This design comes from an exercise in tuning for small area on the open sky130 flow, not from production work.
Only simulation tests tie the RTL to the original design; equivalence was not proved.

run A:
==> flow/design.v (excerpt) <==
module ime_sad_8x8 (
  clk       ,
  rstn      ,
  enable_i  ,
  ori_i     ,
  ref_i     ,
  sad_o
  );
Size in the first run: about 2200 cells after synthesis, ~14 flip-flops, about 1000 I/O pins, roughly 0.028 mm2 of cells after synthesis.
clock: 14.0 ns
lec_check: 0
cap_margin: 20
core_area: 5 5 225 225
cts_buf_list: sky130_fd_sc_hd__clkbuf_4
die_area: 0 0 230 230
gpl_timing_driven: 0
slew_margin: 20
synth_hierarchical: 1
synth_minimum_keep_size: 0
standard.sh (not shown) runs the stock make flow with config.mk's settings and CLKGATE_MAP_FILE= SYNTH_SCRIPT=/design/flow/synth_recipe.tcl, a recipe that flattens the netlist after the stock synthesis.
==> flow/flow/run.sh <==
#!/bin/bash
# The standard layout, except that:
# - the input and output ports are buffered with the smallest buffer (buf_1)
#   instead of the one buffer_ports picks;
# - pins may sit one routing track apart, so that a smaller die holds them;
# - synthesis buffers are removed before global placement (flow/pre_gpl.tcl)
#   and timing repair only sizes up and swaps pins (SETUP_MOVE_SEQUENCE);
# - each pixel's input pins are placed together (flow/io.tcl).
set -euo pipefail
export BUFFER_PORTS_ARGS="-buffer_cell sky130_fd_sc_hd__buf_1"
export PLACE_PINS_ARGS="-min_distance 1 -min_distance_in_tracks"
export SETUP_MOVE_SEQUENCE="sizeup,swap"
export PRE_GLOBAL_PLACE_TCL="$PWD/flow/pre_gpl.tcl"
export IO_CONSTRAINTS="$PWD/flow/io.tcl"
bash standard.sh > standard.log 2>&1
==> flow/flow/pre_gpl.tcl <==
# Take out the buffers that synthesis (abc) put in, before the ports are
# buffered and the design is placed; repair_design puts back those it needs.
remove_buffers
Other scripts of this flow, unchanged in this note and not shown: flow/flow/io.tcl
Run A: no failed stages, no open violations at the end
Modified inputs, run B compared to run A
- CORE_AREA now 5 5 255 255, was 5 5 225 225
- DIE_AREA now 0 0 260 260, was 0 0 230 230
==> flow/flow/run.sh <==
#!/bin/bash
# The standard layout, except that:
# - the input and output ports are buffered with the smallest buffer (buf_1)
#   instead of the one buffer_ports picks;
# - pins may sit one routing track apart, so that a smaller die holds them;
# - each pixel's input pins are placed together (flow/io.tcl);
# - synthesis's buffers are removed before global placement (flow/pre_gpl.tcl).
set -euo pipefail
export BUFFER_PORTS_ARGS="-buffer_cell sky130_fd_sc_hd__buf_1"
export PLACE_PINS_ARGS="-min_distance 1 -min_distance_in_tracks"
export IO_CONSTRAINTS="$PWD/flow/io.tcl"
export PRE_GLOBAL_PLACE_TCL="$PWD/flow/pre_gpl.tcl"
bash standard.sh > standard.log 2>&1
When the final numbers for run B and run A were put side by side, the die width turned out to be greater in run B. Run B vs run A, routing usage on met3 went down by 0.86 points. Run B against run A: finished layout cell area moved up, non-clock buffer count +74, final worst-path cycle share grew by 0.49 points.
--- input diff run B..run C ---
- changing CORE_AREA from 5 5 255 255 to 5 5 225 225
- changing DIE_AREA from 0 0 260 260 to 0 0 230 230
==> flow/flow/run.sh <==
#!/bin/bash
# The standard layout, except that:
# - the input and output ports are buffered with the smallest buffer (buf_1)
#   instead of the one buffer_ports picks;
# - pins may sit one routing track apart, so that a smaller die holds them;
# - timing repair only removes buffers, sizes up and swaps pins
#   (SETUP_MOVE_SEQUENCE);
# - each pixel's input pins are placed together (flow/io.tcl).
set -euo pipefail
export BUFFER_PORTS_ARGS="-buffer_cell sky130_fd_sc_hd__buf_1"
export PLACE_PINS_ARGS="-min_distance 1 -min_distance_in_tracks"
export SETUP_MOVE_SEQUENCE="unbuffer,sizeup,swap"
export IO_CONSTRAINTS="$PWD/flow/io.tcl"
bash standard.sh > standard.log 2>&1
removed: flow/flow/pre_gpl.tcl
- Area growth from synthesis to layout came out lower on run C than on run B.
- Compared with run B, run C shows a lower share of the clock period used by the worst path.
- Hold slack: run C < run B
- Delta (run C minus run B): die width moved down, arrival time of data at the critical path endpoint moved down, sum of routed wire length over all layers moved down, shortest period the worst path allows moved down.
Edits applied to the flow inputs when going from run C to run D:
- a change of CORE_AREA from 5 5 225 225 to 5 5 355 355
- a deleted CTS_BUF_LIST that had been sky130_fd_sc_hd__clkbuf_4
- a change of DIE_AREA from 0 0 230 230 to 0 0 360 360
==> flow/flow/run.sh <==
#!/bin/bash
# The standard layout, except that:
# - the input and output ports are buffered with the smallest buffer (buf_1)
#   instead of the one buffer_ports picks;
# - each pixel's input pins are placed together (flow/io.tcl).
set -euo pipefail
export BUFFER_PORTS_ARGS="-buffer_cell sky130_fd_sc_hd__buf_1"
export IO_CONSTRAINTS="$PWD/flow/io.tcl"
bash standard.sh > standard.log 2>&1
### Flow results
Run D completed every stage of the flow, and the final layout passed the timing, design-rule and antenna checks. Run D vs. run C: fmax saw little to no change. From run C to run D, fraction of synthesized cell area in xor and xnor cells did not move at all. In run D the via count turned out 6.3% lower than in run C.
For run E, these inputs were changed with respect to run D:
- DIE_AREA now 0 0 260 260, was 0 0 360 360
- CORE_AREA now 5 5 255 255, was 5 5 355 355
--- a/flow/flow/run.sh
+++ b/flow/flow/run.sh
@@ -3,7 +3,9 @@
 # - the input and output ports are buffered with the smallest buffer (buf_1)
 #   instead of the one buffer_ports picks;
+# - pins may sit one routing track apart, so that a smaller die holds them;
 # - each pixel's input pins are placed together (flow/io.tcl).
 set -euo pipefail
 export BUFFER_PORTS_ARGS="-buffer_cell sky130_fd_sc_hd__buf_1"
+export PLACE_PINS_ARGS="-min_distance 1 -min_distance_in_tracks"
 export IO_CONSTRAINTS="$PWD/flow/io.tcl"
 bash standard.sh > standard.log 2>&1
Results
Looking at met1 routed wirelength after detailed routing, run E sits 6100 um below run D.
[diff] final critical-path required period, run E relative to run D: improvement
Fmax up 0.47% in run E wrt run D
Looking only at number of global-route vias before repair, and setting everything else aside, the higher value of run D and run E goes to run E.
Run D → run E: post-CTS clock slew at the launch and capture registers of the worst setup and hold paths neither gained nor lost much; number of flops mapped to enable cells by yosys neither gained nor lost much; routed wire length lost 18%; cell area lost about 5%.

what the ideal ports hide:
The flow's constraints put no driver on any port. The routed layouts listed below were extracted and timed again, unchanged, in two steps.
Step 1 sets driving cells, clkbuf_16 on the clock port and buf_2 on the other inputs (assumed; they add their load-dependent delay and slew).
Step 2 moves the port delays by t, midway between the first and last clock arrival at a register: inputs arrive t later, outputs are due t later. That takes back most of the time a late clock gives input paths.
a / b / c = no drivers / after step 1 / after step 2; a / b = the first two.
run | t, ns | slack for setup (ns) | hold slack, ns
run A | 0.308 | 0.251 / 0.258 / -0.050 | 0.510 / 0.510 / 0.510
run B | 0.304 | 0.182 / 0.186 / -0.118 | 0.518 / 0.518 / 0.518
run C | 0.305 | 0.214 / 0.213 / -0.092 | 0.515 / 0.515 / 0.515
run D | 0.320 | 0.177 / 0.217 / -0.102 | 0.510 / 0.510 / 0.510
run E | 0.278 | 0.242 / 0.253 / -0.025 | 0.504 / 0.504 / 0.504
Met with ideal ports but missed after step 2: setup timing in every run listed. The setup slack of run C, which loses most, moves by -0.001 ns with the drivers and by -0.306 ns with both steps.
